Background: an optimization exercise with open tools, aiming at small area. Do not read the settings as production practice.
The RTL was checked by simulation tests, not by an equivalence proof against the original design.
Power figures rest on the tool's default switching activity, not on a simulated workload.

==> flow/design.v (outline; a module is shown in full before it is edited, if it fits) <==
// module MacArray: 423 lines
// module macc_c0_r0: 311 lines
// module macc_c0_r1: 388 lines
// module macc_c0_r2: 391 lines
// module macc_c0_r3: 455 lines
// module fin_c0: 31 lines
// module macc_cn_r0: 311 lines
// module macc_cn_r1: 388 lines
// module macc_cn_r2: 391 lines
// module macc_cn_r3: 455 lines
// module fin_cn: 31 lines
// module fa: 4 lines
// module ha: 4 lines
// module fa1: 4 lines
// module bsel: 3 lines
// module bsel0: 3 lines
// module bseln: 3 lines
module MacArray
#(
    parameter MAC_ROW        = 4,
    parameter MAC_COL        = 4,
    parameter IFMAP_BITWIDTH = 16,
    parameter W_BITWIDTH     = 8,
    parameter OFMAP_BITWIDTH = 32
)
(
    input  logic                                   clk,
    input  logic                                   rstn,
    input  logic                                   w_prefetch_in,
    input  logic                                   w_enable_in,
    input  logic [MAC_COL-1:0][W_BITWIDTH-1:0]     w_data_in,
    input  logic                                   ifmap_start_in,
    input  logic [MAC_ROW-1:0]                     ifmap_enable_in,
    input  logic [MAC_ROW-1:0][IFMAP_BITWIDTH-1:0] ifmap_data_in,
    output logic [MAC_COL-1:0]                     ofmap_valid_out,
    output logic [MAC_COL-1:0][OFMAP_BITWIDTH-1:0] ofmap_data_out
);
  // ...
==> flow/flow/run.sh <==
#!/bin/bash
# Layout flow: the standard synthesis, then an area-oriented re-mapping of the
# combinational logic (every cell except the registers, full adders, half
# adders and tie cells is turned back into logic and mapped again by ABC for
# area), then the standard flow from floorplan to finish.
# Each tool's output goes to a log file of its own in this folder.
set -euo pipefail
R=orfs/results/${FLOW_PLATFORM:-sky130hd}/MacArray/base
LIB=${FLOW_HOME}/platforms/sky130hd/lib/sky130_fd_sc_hd__tt_025C_1v80.lib
YOSYS=$(command -v yosys || echo /OpenROAD-flow-scripts/tools/install/yosys/bin/yosys)

bash standard.sh synth > 1_synth_standard.log 2>&1
cp $R/1_2_yosys.v 1_2_yosys_standard.v

DONT_USE=""
for c in $(sed -n 's/^export DONT_USE_CELLS += //p; /^ *sky130_fd_sc_hd__/p' ${FLOW_HOME}/platforms/sky130hd/config.mk | tr -d '\\'); do
  DONT_USE="$DONT_USE -dont_use $c"
done
cat > remap.abc <<EOF
strash
dch
map -a
topo
EOF
cat > remap.ys <<EOF
read_liberty -ignore_miss_func $LIB
read_verilog 1_2_yosys_standard.v
hierarchy -top MacArray
setattr -mod -set keep_hierarchy 1 sky130_fd_sc_hd__fa_1 sky130_fd_sc_hd__ha_1 sky130_fd_sc_hd__dfxtp_1 sky130_fd_sc_hd__conb_1
flatten
opt_clean
abc -liberty $LIB -script remap.abc $DONT_USE
opt_clean -purge
tee -o remap_stat.txt stat -liberty $LIB
select MacArray
write_verilog -noattr -noexpr -nohex -nodec -selected 1_2_yosys_remapped.v
EOF
$YOSYS -s remap.ys > 1_remap_yosys.log 2>&1
cp 1_2_yosys_remapped.v $R/1_2_yosys.v
touch $R/1_2_yosys.v

# Clock tree: mid-size clock buffers in larger sink clusters, no dummy loads.
# Ports: buffered as in the standard flow, with the smallest buffer.
bash standard.sh finish \
  "CTS_ARGS=-sink_clustering_enable -repair_clock_nets -buf_list sky130_fd_sc_hd__clkbuf_8 -dont_use_dummy_load -sink_clustering_size 15 -sink_clustering_max_diameter 80" \
  "BUFFER_PORTS_ARGS=-buffer_cell sky130_fd_sc_hd__buf_1" \
  > 2_layout_standard.log 2>&1
==> flow/standard.sh <==
#!/bin/bash
# synth_recipe.tcl (not shown) runs the flow's synth.tcl, then flattens the netlist and writes it again
# the make line also repeats each setting of config.mk as NAME=value (left out here)
make -C /OpenROAD-flow-scripts/flow DESIGN_CONFIG=/design/flow/config.mk WORK_HOME=/design/flow/orfs CLKGATE_MAP_FILE= SYNTH_SCRIPT=/design/flow/synth_recipe.tcl "${@:-finish}"
==> flow/config.mk <==
export PLATFORM = sky130hd
export DESIGN_NAME = MacArray
export DESIGN_NICKNAME = MacArray
export VERILOG_FILES = /design/flow/design.v
export SDC_FILE = /design/flow/constraint.sdc
export NUM_CORES = 4
export LEC_CHECK = 0
export ABC_CLOCK_PERIOD_IN_PS = 10000
export CAP_MARGIN = 20
export CORE_MARGIN = 2
export CORE_UTILIZATION = 60
export PLACE_DENSITY = 0.7
export SLEW_MARGIN = 20
export SYNTH_HIERARCHICAL = 1
==> flow/constraint.sdc <==
create_clock -name core_clock -period 10.0 [get_ports {clk}]
set_input_delay 2.0000 -clock core_clock [delete_from_list [all_inputs] [get_ports {clk}]]
set_output_delay 2.0000 -clock core_clock [all_outputs]
set_load 0.01 [all_outputs]
==> parameters.txt, run 1 <==
Parameter                              Value

Floorplan
  Starting density of the core    60.4%
  Die area    108000 sq um
  Boundary Pins    237
  Die Height    329 microns

Final layout
  Signal buffers    331
  Count of multi-input combinational gates    5345
  Most frequent cells in the layout    1056 x fa_1, 987 x o22ai_1, 891 x xor2_1
  Layout Cells excl Fill    8243

Yosys
  Ys Warns    7

Drt
  Detailed route wirelength on metal3    12.9 mm
  DR vias    51200
  Post-route met1 wirelength    72.1 mm
  Initial DRC count    5191

STA
  Total negative slack    0 ns
  Final slew viol count    0
  Unrepaired setup endpoints after global routing    no

Power
  Fraction of power consumed by sequential logic    37.7%
  Leakage power    33.0 nW
  Largest power group    combinational logic
  Power drawn by the sequential cells    3.59 mW
  Cell Int Power    5.72 mW

Setup path
  Critical Path Source    ifmap_data_in[49]
  Most used cell, CP    fa_1
  Type of element launching the critical path    input port
  Data arrival time of the worst path    9.24 ns
  Cell with the biggest individual delay on the critical path    fa_1

Global route
  Routing usage on met1    44.2%
  Overall Global Routing Usage    33.0%

Clocking
  Clock tree from TritonCTS    yes

Outcome
  Result of the run  no timing/DRC/antenna violations
==> module MacArray, before the edit <==
module MacArray
#(
    parameter MAC_ROW        = 4,
    parameter MAC_COL        = 4,
    parameter IFMAP_BITWIDTH = 16,
    parameter W_BITWIDTH     = 8,
    parameter OFMAP_BITWIDTH = 32
)
(
    input  logic                                   clk,
    input  logic                                   rstn,
    input  logic                                   w_prefetch_in,
    input  logic                                   w_enable_in,
    input  logic [MAC_COL-1:0][W_BITWIDTH-1:0]     w_data_in,
    input  logic                                   ifmap_start_in,
    input  logic [MAC_ROW-1:0]                     ifmap_enable_in,
    input  logic [MAC_ROW-1:0][IFMAP_BITWIDTH-1:0] ifmap_data_in,
    output logic [MAC_COL-1:0]                     ofmap_valid_out,
    output logic [MAC_COL-1:0][OFMAP_BITWIDTH-1:0] ofmap_data_out
);
    logic [3:0] wr;
    logic [3:0] wen;
    always_comb begin
        wen[0] = w_enable_in;
        for (int r = 1; r < 4; r++) wen[r] = w_enable_in & wr[r-1];
    end
    always_ff @(posedge clk) begin
        if (!rstn) wr <= '0;
        else       wr <= wen;
    end
    logic [7:0] w_c0r0;
    logic ir_c0r0;
    logic [23:0] p_c0r0, sum_c0r0;
    logic [15:0] x_c0r0;
    logic [1:0] d_c0r0, dsum_c0r0;
    logic [7:0] w_c0r1;
    logic ir_c0r1;
    logic [24:0] p_c0r1, sum_c0r1;
    logic [15:0] x_c0r1;
    logic [1:0] d_c0r1, dsum_c0r1;
    logic [7:0] w_c0r2;
    logic ir_c0r2;
    logic [24:0] p_c0r2, sum_c0r2;
    logic [15:0] x_c0r2;
    logic [1:0] d_c0r2, dsum_c0r2;
    logic [7:0] w_c0r3;
    logic ir_c0r3;
    logic [25:0] p_c0r3, sum_c0r3;
    logic [15:0] x_c0r3;
    logic [0:0] d_c0r3, dsum_c0r3;
    macc_c0_r0 u_c0r0 (.w(w_c0r0), .x(ifmap_data_in[0]), .dout(dsum_c0r0), .sum(sum_c0r0));
    always_ff @(posedge clk) begin
        if (!rstn)       w_c0r0 <= 8'd0;
        else if (wen[0]) w_c0r0 <= w_data_in[0];
    end
    always_ff @(posedge clk) begin
        if (!rstn) ir_c0r0 <= 1'b0;
        else       ir_c0r0 <= ifmap_enable_in[0];
    end
    always_ff @(posedge clk) x_c0r0 <= ifmap_data_in[0];
    always_ff @(posedge clk) begin
        if (!rstn) begin
            p_c0r0 <= 24'h0550000;
            d_c0r0 <= '0;
        end else if (ifmap_enable_in[0]) begin
            p_c0r0 <= sum_c0r0;
            d_c0r0 <= dsum_c0r0;
        end
    end
    macc_c0_r1 u_c0r1 (.w(w_c0r1), .x(ifmap_data_in[1]), .pin(p_c0r0), .din(d_c0r0), .dout(dsum_c0r1), .sum(sum_c0r1));
    always_ff @(posedge clk) begin
        if (!rstn)       w_c0r1 <= 8'd0;
        else if (wen[1]) w_c0r1 <= w_c0r0;
    end
    always_ff @(posedge clk) begin
        if (!rstn) ir_c0r1 <= 1'b0;
        else       ir_c0r1 <= ifmap_enable_in[1];
    end
    always_ff @(posedge clk) x_c0r1 <= ifmap_data_in[1];
    always_ff @(posedge clk) begin
        if (!rstn) begin
            p_c0r1 <= 25'h0aa0000;
            d_c0r1 <= '0;
        end else if (ifmap_enable_in[1]) begin
            p_c0r1 <= sum_c0r1;
            d_c0r1 <= dsum_c0r1;
        end
    end
    macc_c0_r2 u_c0r2 (.w(w_c0r2), .x(ifmap_data_in[2]), .pin(p_c0r1), .din(d_c0r1), .dout(dsum_c0r2), .sum(sum_c0r2));
    always_ff @(posedge clk) begin
        if (!rstn)       w_c0r2 <= 8'd0;
        else if (wen[2]) w_c0r2 <= w_c0r1;
    end
    always_ff @(posedge clk) begin
        if (!rstn) ir_c0r2 <= 1'b0;
        else       ir_c0r2 <= ifmap_enable_in[2];
    end
    always_ff @(posedge clk) x_c0r2 <= ifmap_data_in[2];
    always_ff @(posedge clk) begin
        if (!rstn) begin
            p_c0r2 <= 25'h0ff0000;
            d_c0r2 <= '0;
        end else if (ifmap_enable_in[2]) begin
            p_c0r2 <= sum_c0r2;
            d_c0r2 <= dsum_c0r2;
        end
    end
    macc_c0_r3 u_c0r3 (.w(w_c0r3), .x(ifmap_data_in[3]), .pin(p_c0r2), .din(d_c0r2), .dout(dsum_c0r3), .sum(sum_c0r3));
    always_ff @(posedge clk) begin
        if (!rstn)       w_c0r3 <= 8'd0;
        else if (wen[3]) w_c0r3 <= w_c0r2;
    end
    always_ff @(posedge clk) begin
        if (!rstn) ir_c0r3 <= 1'b0;
        else       ir_c0r3 <= ifmap_enable_in[3];
    end
    always_ff @(posedge clk) x_c0r3 <= ifmap_data_in[3];
    always_ff @(posedge clk) begin
        if (!rstn) begin
            p_c0r3 <= 26'h0000000;
            d_c0r3 <= '0;
        end else if (ifmap_enable_in[3]) begin
            p_c0r3 <= sum_c0r3;
            d_c0r3 <= dsum_c0r3;
        end
    end
    logic [25:0] y_c0;
    fin_c0 u_fin_c0 (.s(p_c0r3), .d(d_c0r3), .y(y_c0));
    assign ofmap_valid_out[0] = ir_c0r3;
    assign ofmap_data_out[0]  = {{6{y_c0[25]}}, y_c0};
    logic [7:0] w_c1r0;
    logic ir_c1r0;
    logic [23:0] p_c1r0, sum_c1r0;
    logic [15:0] x_c1r0;
    logic [1:0] d_c1r0, dsum_c1r0;
    logic [7:0] w_c1r1;
    logic ir_c1r1;
    logic [24:0] p_c1r1, sum_c1r1;
    logic [15:0] x_c1r1;
    logic [1:0] d_c1r1, dsum_c1r1;
    logic [7:0] w_c1r2;
    logic ir_c1r2;
    logic [24:0] p_c1r2, sum_c1r2;
    logic [15:0] x_c1r2;
    logic [1:0] d_c1r2, dsum_c1r2;
    logic [7:0] w_c1r3;
    logic ir_c1r3;
    logic [25:0] p_c1r3, sum_c1r3;
    logic [15:0] x_c1r3;
    logic [0:0] d_c1r3, dsum_c1r3;
    macc_cn_r0 u_c1r0 (.w(w_c1r0), .x(x_c0r0), .dout(dsum_c1r0), .sum(sum_c1r0));
    always_ff @(posedge clk) begin
        if (!rstn)       w_c1r0 <= 8'd0;
        else if (wen[0]) w_c1r0 <= w_data_in[1];
    end
    always_ff @(posedge clk) begin
        if (!rstn) ir_c1r0 <= 1'b0;
        else       ir_c1r0 <= ir_c0r0;
    end
    always_ff @(posedge clk) x_c1r0 <= x_c0r0;
    always_ff @(posedge clk) begin
        if (!rstn) begin
            p_c1r0 <= 24'h0550000;
            d_c1r0 <= '0;
        end else if (ir_c0r0) begin
            p_c1r0 <= sum_c1r0;
            d_c1r0 <= dsum_c1r0;
        end
    end
    macc_cn_r1 u_c1r1 (.w(w_c1r1), .x(x_c0r1), .pin(p_c1r0), .din(d_c1r0), .dout(dsum_c1r1), .sum(sum_c1r1));
    always_ff @(posedge clk) begin
        if (!rstn)       w_c1r1 <= 8'd0;
        else if (wen[1]) w_c1r1 <= w_c1r0;
    end
    always_ff @(posedge clk) begin
        if (!rstn) ir_c1r1 <= 1'b0;
        else       ir_c1r1 <= ir_c0r1;
    end
    always_ff @(posedge clk) x_c1r1 <= x_c0r1;
    always_ff @(posedge clk) begin
        if (!rstn) begin
            p_c1r1 <= 25'h0aa0000;
            d_c1r1 <= '0;
        end else if (ir_c0r1) begin
            p_c1r1 <= sum_c1r1;
            d_c1r1 <= dsum_c1r1;
        end
    end
    macc_cn_r2 u_c1r2 (.w(w_c1r2), .x(x_c0r2), .pin(p_c1r1), .din(d_c1r1), .dout(dsum_c1r2), .sum(sum_c1r2));
    always_ff @(posedge clk) begin
        if (!rstn)       w_c1r2 <= 8'd0;
        else if (wen[2]) w_c1r2 <= w_c1r1;
    end
    always_ff @(posedge clk) begin
        if (!rstn) ir_c1r2 <= 1'b0;
        else       ir_c1r2 <= ir_c0r2;
    end
    always_ff @(posedge clk) x_c1r2 <= x_c0r2;
    always_ff @(posedge clk) begin
        if (!rstn) begin
            p_c1r2 <= 25'h0ff0000;
            d_c1r2 <= '0;
        end else if (ir_c0r2) begin
            p_c1r2 <= sum_c1r2;
            d_c1r2 <= dsum_c1r2;
        end
    end
    macc_cn_r3 u_c1r3 (.w(w_c1r3), .x(x_c0r3), .pin(p_c1r2), .din(d_c1r2), .dout(dsum_c1r3), .sum(sum_c1r3));
    always_ff @(posedge clk) begin
        if (!rstn)       w_c1r3 <= 8'd0;
        else if (wen[3]) w_c1r3 <= w_c1r2;
    end
    always_ff @(posedge clk) begin
        if (!rstn) ir_c1r3 <= 1'b0;
        else       ir_c1r3 <= ir_c0r3;
    end
    always_ff @(posedge clk) x_c1r3 <= x_c0r3;
    always_ff @(posedge clk) begin
        if (!rstn) begin
            p_c1r3 <= 26'h0000000;
            d_c1r3 <= '0;
        end else if (ir_c0r3) begin
            p_c1r3 <= sum_c1r3;
            d_c1r3 <= dsum_c1r3;
        end
    end
    logic [25:0] y_c1;
    fin_cn u_fin_c1 (.s(p_c1r3), .d(d_c1r3), .y(y_c1));
    assign ofmap_valid_out[1] = ir_c1r3;
    assign ofmap_data_out[1]  = {{6{y_c1[25]}}, y_c1};
    logic [7:0] w_c2r0;
    logic ir_c2r0;
    logic [23:0] p_c2r0, sum_c2r0;
    logic [15:0] x_c2r0;
    logic [1:0] d_c2r0, dsum_c2r0;
    logic [7:0] w_c2r1;
    logic ir_c2r1;
    logic [24:0] p_c2r1, sum_c2r1;
    logic [15:0] x_c2r1;
    logic [1:0] d_c2r1, dsum_c2r1;
    logic [7:0] w_c2r2;
    logic ir_c2r2;
    logic [24:0] p_c2r2, sum_c2r2;
    logic [15:0] x_c2r2;
    logic [1:0] d_c2r2, dsum_c2r2;
    logic [7:0] w_c2r3;
    logic ir_c2r3;
    logic [25:0] p_c2r3, sum_c2r3;
    logic [15:0] x_c2r3;
    logic [0:0] d_c2r3, dsum_c2r3;
    macc_cn_r0 u_c2r0 (.w(w_c2r0), .x(x_c1r0), .dout(dsum_c2r0), .sum(sum_c2r0));
    always_ff @(posedge clk) begin
        if (!rstn)       w_c2r0 <= 8'd0;
        else if (wen[0]) w_c2r0 <= w_data_in[2];
    end
    always_ff @(posedge clk) begin
        if (!rstn) ir_c2r0 <= 1'b0;
        else       ir_c2r0 <= ir_c1r0;
    end
    always_ff @(posedge clk) x_c2r0 <= x_c1r0;
    always_ff @(posedge clk) begin
        if (!rstn) begin
            p_c2r0 <= 24'h0550000;
            d_c2r0 <= '0;
        end else if (ir_c1r0) begin
            p_c2r0 <= sum_c2r0;
            d_c2r0 <= dsum_c2r0;
        end
    end
    macc_cn_r1 u_c2r1 (.w(w_c2r1), .x(x_c1r1), .pin(p_c2r0), .din(d_c2r0), .dout(dsum_c2r1), .sum(sum_c2r1));
    always_ff @(posedge clk) begin
        if (!rstn)       w_c2r1 <= 8'd0;
        else if (wen[1]) w_c2r1 <= w_c2r0;
    end
    always_ff @(posedge clk) begin
        if (!rstn) ir_c2r1 <= 1'b0;
        else       ir_c2r1 <= ir_c1r1;
    end
    always_ff @(posedge clk) x_c2r1 <= x_c1r1;
    always_ff @(posedge clk) begin
        if (!rstn) begin
            p_c2r1 <= 25'h0aa0000;
            d_c2r1 <= '0;
        end else if (ir_c1r1) begin
            p_c2r1 <= sum_c2r1;
            d_c2r1 <= dsum_c2r1;
        end
    end
    macc_cn_r2 u_c2r2 (.w(w_c2r2), .x(x_c1r2), .pin(p_c2r1), .din(d_c2r1), .dout(dsum_c2r2), .sum(sum_c2r2));
    always_ff @(posedge clk) begin
        if (!rstn)       w_c2r2 <= 8'd0;
        else if (wen[2]) w_c2r2 <= w_c2r1;
    end
    always_ff @(posedge clk) begin
        if (!rstn) ir_c2r2 <= 1'b0;
        else       ir_c2r2 <= ir_c1r2;
    end
    always_ff @(posedge clk) x_c2r2 <= x_c1r2;
    always_ff @(posedge clk) begin
        if (!rstn) begin
            p_c2r2 <= 25'h0ff0000;
            d_c2r2 <= '0;
        end else if (ir_c1r2) begin
            p_c2r2 <= sum_c2r2;
            d_c2r2 <= dsum_c2r2;
        end
    end
    macc_cn_r3 u_c2r3 (.w(w_c2r3), .x(x_c1r3), .pin(p_c2r2), .din(d_c2r2), .dout(dsum_c2r3), .sum(sum_c2r3));
    always_ff @(posedge clk) begin
        if (!rstn)       w_c2r3 <= 8'd0;
        else if (wen[3]) w_c2r3 <= w_c2r2;
    end
    always_ff @(posedge clk) begin
        if (!rstn) ir_c2r3 <= 1'b0;
        else       ir_c2r3 <= ir_c1r3;
    end
    always_ff @(posedge clk) x_c2r3 <= x_c1r3;
    always_ff @(posedge clk) begin
        if (!rstn) begin
            p_c2r3 <= 26'h0000000;
            d_c2r3 <= '0;
        end else if (ir_c1r3) begin
            p_c2r3 <= sum_c2r3;
            d_c2r3 <= dsum_c2r3;
        end
    end
    logic [25:0] y_c2;
    fin_cn u_fin_c2 (.s(p_c2r3), .d(d_c2r3), .y(y_c2));
    assign ofmap_valid_out[2] = ir_c2r3;
    assign ofmap_data_out[2]  = {{6{y_c2[25]}}, y_c2};
    logic [7:0] w_c3r0;
    logic ir_c3r0;
    logic [23:0] p_c3r0, sum_c3r0;
    logic [1:0] d_c3r0, dsum_c3r0;
    logic [7:0] w_c3r1;
    logic ir_c3r1;
    logic [24:0] p_c3r1, sum_c3r1;
    logic [1:0] d_c3r1, dsum_c3r1;
    logic [7:0] w_c3r2;
    logic ir_c3r2;
    logic [24:0] p_c3r2, sum_c3r2;
    logic [1:0] d_c3r2, dsum_c3r2;
    logic [7:0] w_c3r3;
    logic ir_c3r3;
    logic [25:0] p_c3r3, sum_c3r3;
    logic [0:0] d_c3r3, dsum_c3r3;
    macc_cn_r0 u_c3r0 (.w(w_c3r0), .x(x_c2r0), .dout(dsum_c3r0), .sum(sum_c3r0));
    always_ff @(posedge clk) begin
        if (!rstn)       w_c3r0 <= 8'd0;
        else if (wen[0]) w_c3r0 <= w_data_in[3];
    end
    always_ff @(posedge clk) begin
        if (!rstn) ir_c3r0 <= 1'b0;
        else       ir_c3r0 <= ir_c2r0;
    end
    always_ff @(posedge clk) begin
        if (!rstn) begin
            p_c3r0 <= 24'h0550000;
            d_c3r0 <= '0;
        end else if (ir_c2r0) begin
            p_c3r0 <= sum_c3r0;
            d_c3r0 <= dsum_c3r0;
        end
    end
    macc_cn_r1 u_c3r1 (.w(w_c3r1), .x(x_c2r1), .pin(p_c3r0), .din(d_c3r0), .dout(dsum_c3r1), .sum(sum_c3r1));
    always_ff @(posedge clk) begin
        if (!rstn)       w_c3r1 <= 8'd0;
        else if (wen[1]) w_c3r1 <= w_c3r0;
    end
    always_ff @(posedge clk) begin
        if (!rstn) ir_c3r1 <= 1'b0;
        else       ir_c3r1 <= ir_c2r1;
    end
    always_ff @(posedge clk) begin
        if (!rstn) begin
            p_c3r1 <= 25'h0aa0000;
            d_c3r1 <= '0;
        end else if (ir_c2r1) begin
            p_c3r1 <= sum_c3r1;
            d_c3r1 <= dsum_c3r1;
        end
    end
    macc_cn_r2 u_c3r2 (.w(w_c3r2), .x(x_c2r2), .pin(p_c3r1), .din(d_c3r1), .dout(dsum_c3r2), .sum(sum_c3r2));
    always_ff @(posedge clk) begin
        if (!rstn)       w_c3r2 <= 8'd0;
        else if (wen[2]) w_c3r2 <= w_c3r1;
    end
    always_ff @(posedge clk) begin
        if (!rstn) ir_c3r2 <= 1'b0;
        else       ir_c3r2 <= ir_c2r2;
    end
    always_ff @(posedge clk) begin
        if (!rstn) begin
            p_c3r2 <= 25'h0ff0000;
            d_c3r2 <= '0;
        end else if (ir_c2r2) begin
            p_c3r2 <= sum_c3r2;
            d_c3r2 <= dsum_c3r2;
        end
    end
    macc_cn_r3 u_c3r3 (.w(w_c3r3), .x(x_c2r3), .pin(p_c3r2), .din(d_c3r2), .dout(dsum_c3r3), .sum(sum_c3r3));
    always_ff @(posedge clk) begin
        if (!rstn)       w_c3r3 <= 8'd0;
        else if (wen[3]) w_c3r3 <= w_c3r2;
    end
    always_ff @(posedge clk) begin
        if (!rstn) ir_c3r3 <= 1'b0;
        else       ir_c3r3 <= ir_c2r3;
    end
    always_ff @(posedge clk) begin
        if (!rstn) begin
            p_c3r3 <= 26'h0000000;
            d_c3r3 <= '0;
        end else if (ir_c2r3) begin
            p_c3r3 <= sum_c3r3;
            d_c3r3 <= dsum_c3r3;
        end
    end
    logic [25:0] y_c3;
    fin_cn u_fin_c3 (.s(p_c3r3), .d(d_c3r3), .y(y_c3));
    assign ofmap_valid_out[3] = ir_c3r3;
    assign ofmap_data_out[3]  = {{6{y_c3[25]}}, y_c3};
endmodule
==> run 2: changes to the inputs <==
--- a/flow/design.v
+++ b/flow/design.v
@@ -61,7 +61,7 @@
     always_ff @(posedge clk) x_c0r0 <= ifmap_data_in[0];
     always_ff @(posedge clk) begin
         if (!rstn) begin
-            p_c0r0 <= 24'h0550000;
+            p_c0r0 <= 24'h550000;
             d_c0r0 <= '0;
         end else if (ifmap_enable_in[0]) begin
             p_c0r0 <= sum_c0r0;
@@ -161,7 +161,7 @@
     always_ff @(posedge clk) x_c1r0 <= x_c0r0;
     always_ff @(posedge clk) begin
         if (!rstn) begin
-            p_c1r0 <= 24'h0550000;
+            p_c1r0 <= 24'h550000;
             d_c1r0 <= '0;
         end else if (ir_c0r0) begin
             p_c1r0 <= sum_c1r0;
@@ -261,7 +261,7 @@
     always_ff @(posedge clk) x_c2r0 <= x_c1r0;
     always_ff @(posedge clk) begin
         if (!rstn) begin
-            p_c2r0 <= 24'h0550000;
+            p_c2r0 <= 24'h550000;
             d_c2r0 <= '0;
         end else if (ir_c1r0) begin
             p_c2r0 <= sum_c2r0;
@@ -356,7 +356,7 @@
     end
     always_ff @(posedge clk) begin
         if (!rstn) begin
-            p_c3r0 <= 24'h0550000;
+            p_c3r0 <= 24'h550000;
             d_c3r0 <= '0;
         end else if (ir_c2r0) begin
             p_c3r0 <= sum_c3r0;
--- a/flow/flow/run.sh
+++ b/flow/flow/run.sh
@@ -17,6 +17,9 @@
   DONT_USE="$DONT_USE -dont_use $c"
 done
 cat > remap.abc <<EOF
+strash
+dch
+map -a
 strash
 dch
 map -a
==> parameters.txt, run 2 <==
Parameter                              Value

Final layout
  Area growth from synthesis to final layout    7.38% (was 6.67%)
  Net total in the final layout    8226 (was 8148)
  Share of cells above drive strength 1    3.19% (was 3.17%)
  Most common library cell in the layout ignoring fill and taps    fa_1 (unchanged)
  # fillers    9002 (was 9061)
  Most frequent cells in the layout    1056 x fa_1, 983 x nor2_1, 960 x o22ai_1 (was 1056 x fa_1, 987 x o22ai_1, 891 x xor2_1)
  Post-route cell area    68100 sq um (was 67700 sq um)

Global route
  Vias in the first global route    50600 (was 50500)
  Pin count of the biggest net entering global routing    193 (was 201)
  Initial antenna violation count    7 (was 5)
  Global-route wire length before repair    284 mm (was 282 mm)
  Overall Global Routing Usage    33.4% (was 33.0%)
  Overflow left after global routing    0 (unchanged)

Placement
  Buffers on Ports    234 (unchanged)
  Placer congestion estimate    0.978 (was 0.966)
  Half-perimeter wire length of the detailed placement result    139 mm (was 136 mm)
  Cell area reported after detailed placement    67100 sq um (was 66800 sq um)

Drt
  Number of antenna-violating nets in the routed design    0 (unchanged)
  Number of search-and-repair iterations in the first detailed-routing pass    7 (was 6)
  Initial DRC count    4810 (was 5191)
  Post-DR wirelength/cell    21.7 microns (was 21.6 microns)
  WL final    180 mm (was 178 mm)
  Post-detailed-route DRC marker count    0 (unchanged)
  DR vias    51200 (about the same)
  Detail-routed via count per cell    6.15 (was 6.21)

Setup path
  Worst setup path class    input port to register (unchanged)
  Type of element launching the critical path    input port (unchanged)
  Data arrival time of the worst path    9.25 ns (was 9.24 ns)
  Peak fanout along the critical path    8 (unchanged)
  Critical path capture point type    register (unchanged)
  Data required time of the critical path    10.61 ns (was 10.69 ns)

Clocking
  Number of levels in the clock H-tree    3 (was 2)
  CTS hold repair buffers    0 (unchanged)
  CTS Buffer Depth    3 (unchanged)
  # clock sinks    764 (unchanged)
  Clock root buffer    clkbuf_8 (unchanged)
  Worst-path clk slew    0.10 ns (about the same)
  Clock tree from TritonCTS    yes (unchanged)
  Clock latency on the worst-skew pair    0.76 ns (was 0.85 ns)
  Number of buffers created by CTS    69 (was 61)
  Post-CTS sizing    0 (unchanged)
  Setup repair bufs after CTS    0 (unchanged)

STA
  Final slew viol count    0 (unchanged)
  Finish-stage setup viols    0 (unchanged)
  Hold Vio Cnt, Final    0 (unchanged)
  Relative slew margins    27.7% (was 24.6%)
  Minimum clock period    8.64 ns (was 8.56 ns)
  Post-route fraction of the period consumed by the critical path    86.4% (was 85.6%)
  Clock skew after layout    0.0781 ns (was 0.0981 ns)
  Total negative slack    0 ns (unchanged)
  Slew at the pin closest to its max-slew limit    1.08 ns (was 1.12 ns)
  Unrepaired setup endpoints after global routing    no (unchanged)
  Max Clk Rate    116 MHz (was 117 MHz)

Floorplan
  Starting density of the core    60.4% (about the same)
  Die Height    329 microns (about the same)
  Boundary Pins    237 (unchanged)
  Std cell rows    119 (unchanged)
  Core region area    105000 sq um (about the same)
  Die area    108000 sq um (about the same)
  Die Width    329 microns (about the same)

Power
  Maximum vdd drop    223 uV (was 220 uV)
  Total power divided by cell area    145 nW/um^2 (was 141 nW/um^2)
  Sum of internal, switching and leakage power    9.84 mW (was 9.53 mW)
  Leakage power    32.9 nW (was 33.0 nW)

Job
  Total of max-cap violations    0 (unchanged)

Yosys
  Mapped Avg Cell Area    9.78 sq um (was 9.83 sq um)
  Ys Warns    7 (unchanged)
  Summed instance area of the synthesized netlist    63400 sq um (was 63500 sq um)
  Gate count of the mapped netlist    6480 (was 6457)
  Synthesized net count    7777 (was 7754)

Outcome
  Result of the run  no timing/DRC/antenna violations (unchanged)

Hold path
  Class of the worst hold path    register to register (unchanged)
run 2: critical path, stage by stage:
cell,delay [ns]
buf_1,0.29
clkinv_1,0.35
nor2_1,0.22
o22ai_1,0.09
a21oi_1,0.16
fa_1,0.44
fa_1,0.39
fa_1,0.39
fa_1,0.39
fa_1,0.39
fa_1,0.39
fa_1,0.40
fa_1,0.40
fa_1,0.39
fa_1,0.44
ha_1,0.21
fa_1,0.36
ha_1,0.19
ha_1,0.18
ha_1,0.18
ha_1,0.18
ha_1,0.19
fa_1,0.43
nor2_1,0.12
nor2_1,0.05
run 2: final timing paths:
check | from | to | slack (ns) | cells after the start
max reg2reg | w_c3r1[3] | p_c3r1[23] | 1.66 | 24
max | ifmap_data_in[50] | p_c0r3[17] | 1.36 | 25
min reg2reg | x_c0r1[13] | x_c1r1[13] | 0.36 | 0
min | x_c0r1[13] | x_c1r1[13] | 0.36 | 0
run 2: layer usage:
layer,global-route usage [%],vias to the layer above,part of all wire (%),routed length (microns)
met5,0,-,0.0067,12
met4,14.6,2,4.8,8660
met3,4.66,393,7.2,13000
met2,54.1,2167,47,84500
met1,45.1,25300,41,74100
li1,-,23300,-,-
run 2: stage by stage:
step,util [%],worst slack [ns],hold WS [ns],std cells
CTS,64.8,1.45,0.354,8317
finish,64.9,1.36,0.356,8321
detailed placement,63.9,0.681,0.347,8248
global route,64.9,1.10,0.365,8320
floorplan,-,1.43,0.338,6480
global placement,63.9,0.718,0.348,8248
run 2: layout make-up:
type                            count  area [sq um]  share of cell area, %
Multi-Input combinational cell   5329         46700                   68.5
Clock buffer                       69           950                   1.40
Inverter                          387          1450                   2.13
Antenna cell                        3          7.51                 0.0110
Sequential cell                   764         15300                   22.5
Timing Repair Buffer              378          1970                   2.90
Tap cell                         1391          1740                   2.56
run 2: report_power, final:
group / total, mW / leakage, nW / internal, mW / switching (mW)
Combinational: 4.53 / 26.1 / 1.96 / 2.57
Clock: 1.70 / 0.496 / 0.618 / 1.08
Sequential: 3.60 / 6.31 / 3.30 / 0.301
Total: 9.84 / 32.9 / 5.88 / 3.96

[static timing again, ports no longer ideal]
How much do the figures lean on ideal ports? The routed layouts below were timed once more, with nothing changed but the port constraints.
Step 1 assumes that a clkbuf_16 drives the clock port and a buf_2 every other input.
Step 2 times the ports against the registers' clock, not the clock port: input delays grow and output delays shrink by t, the midpoint of the rising clock arrivals with the driver on.
a / b / c = no drivers / after step 1 / after step 2; a / b = the first two.
run	shift t [ns]	slack for setup (ns)	worst setup path at the end	pins driven straight from the clock port
run 1	0.875	1.445 / 1.489 / 0.614	input to register	1
run 2	0.790	1.357 / 1.404 / 0.614	input to register	1
After both steps setup and hold are still met in every run listed. The setup slack of run 1, which loses most, moves by +0.044 ns with the drivers and by -0.831 ns with both steps.
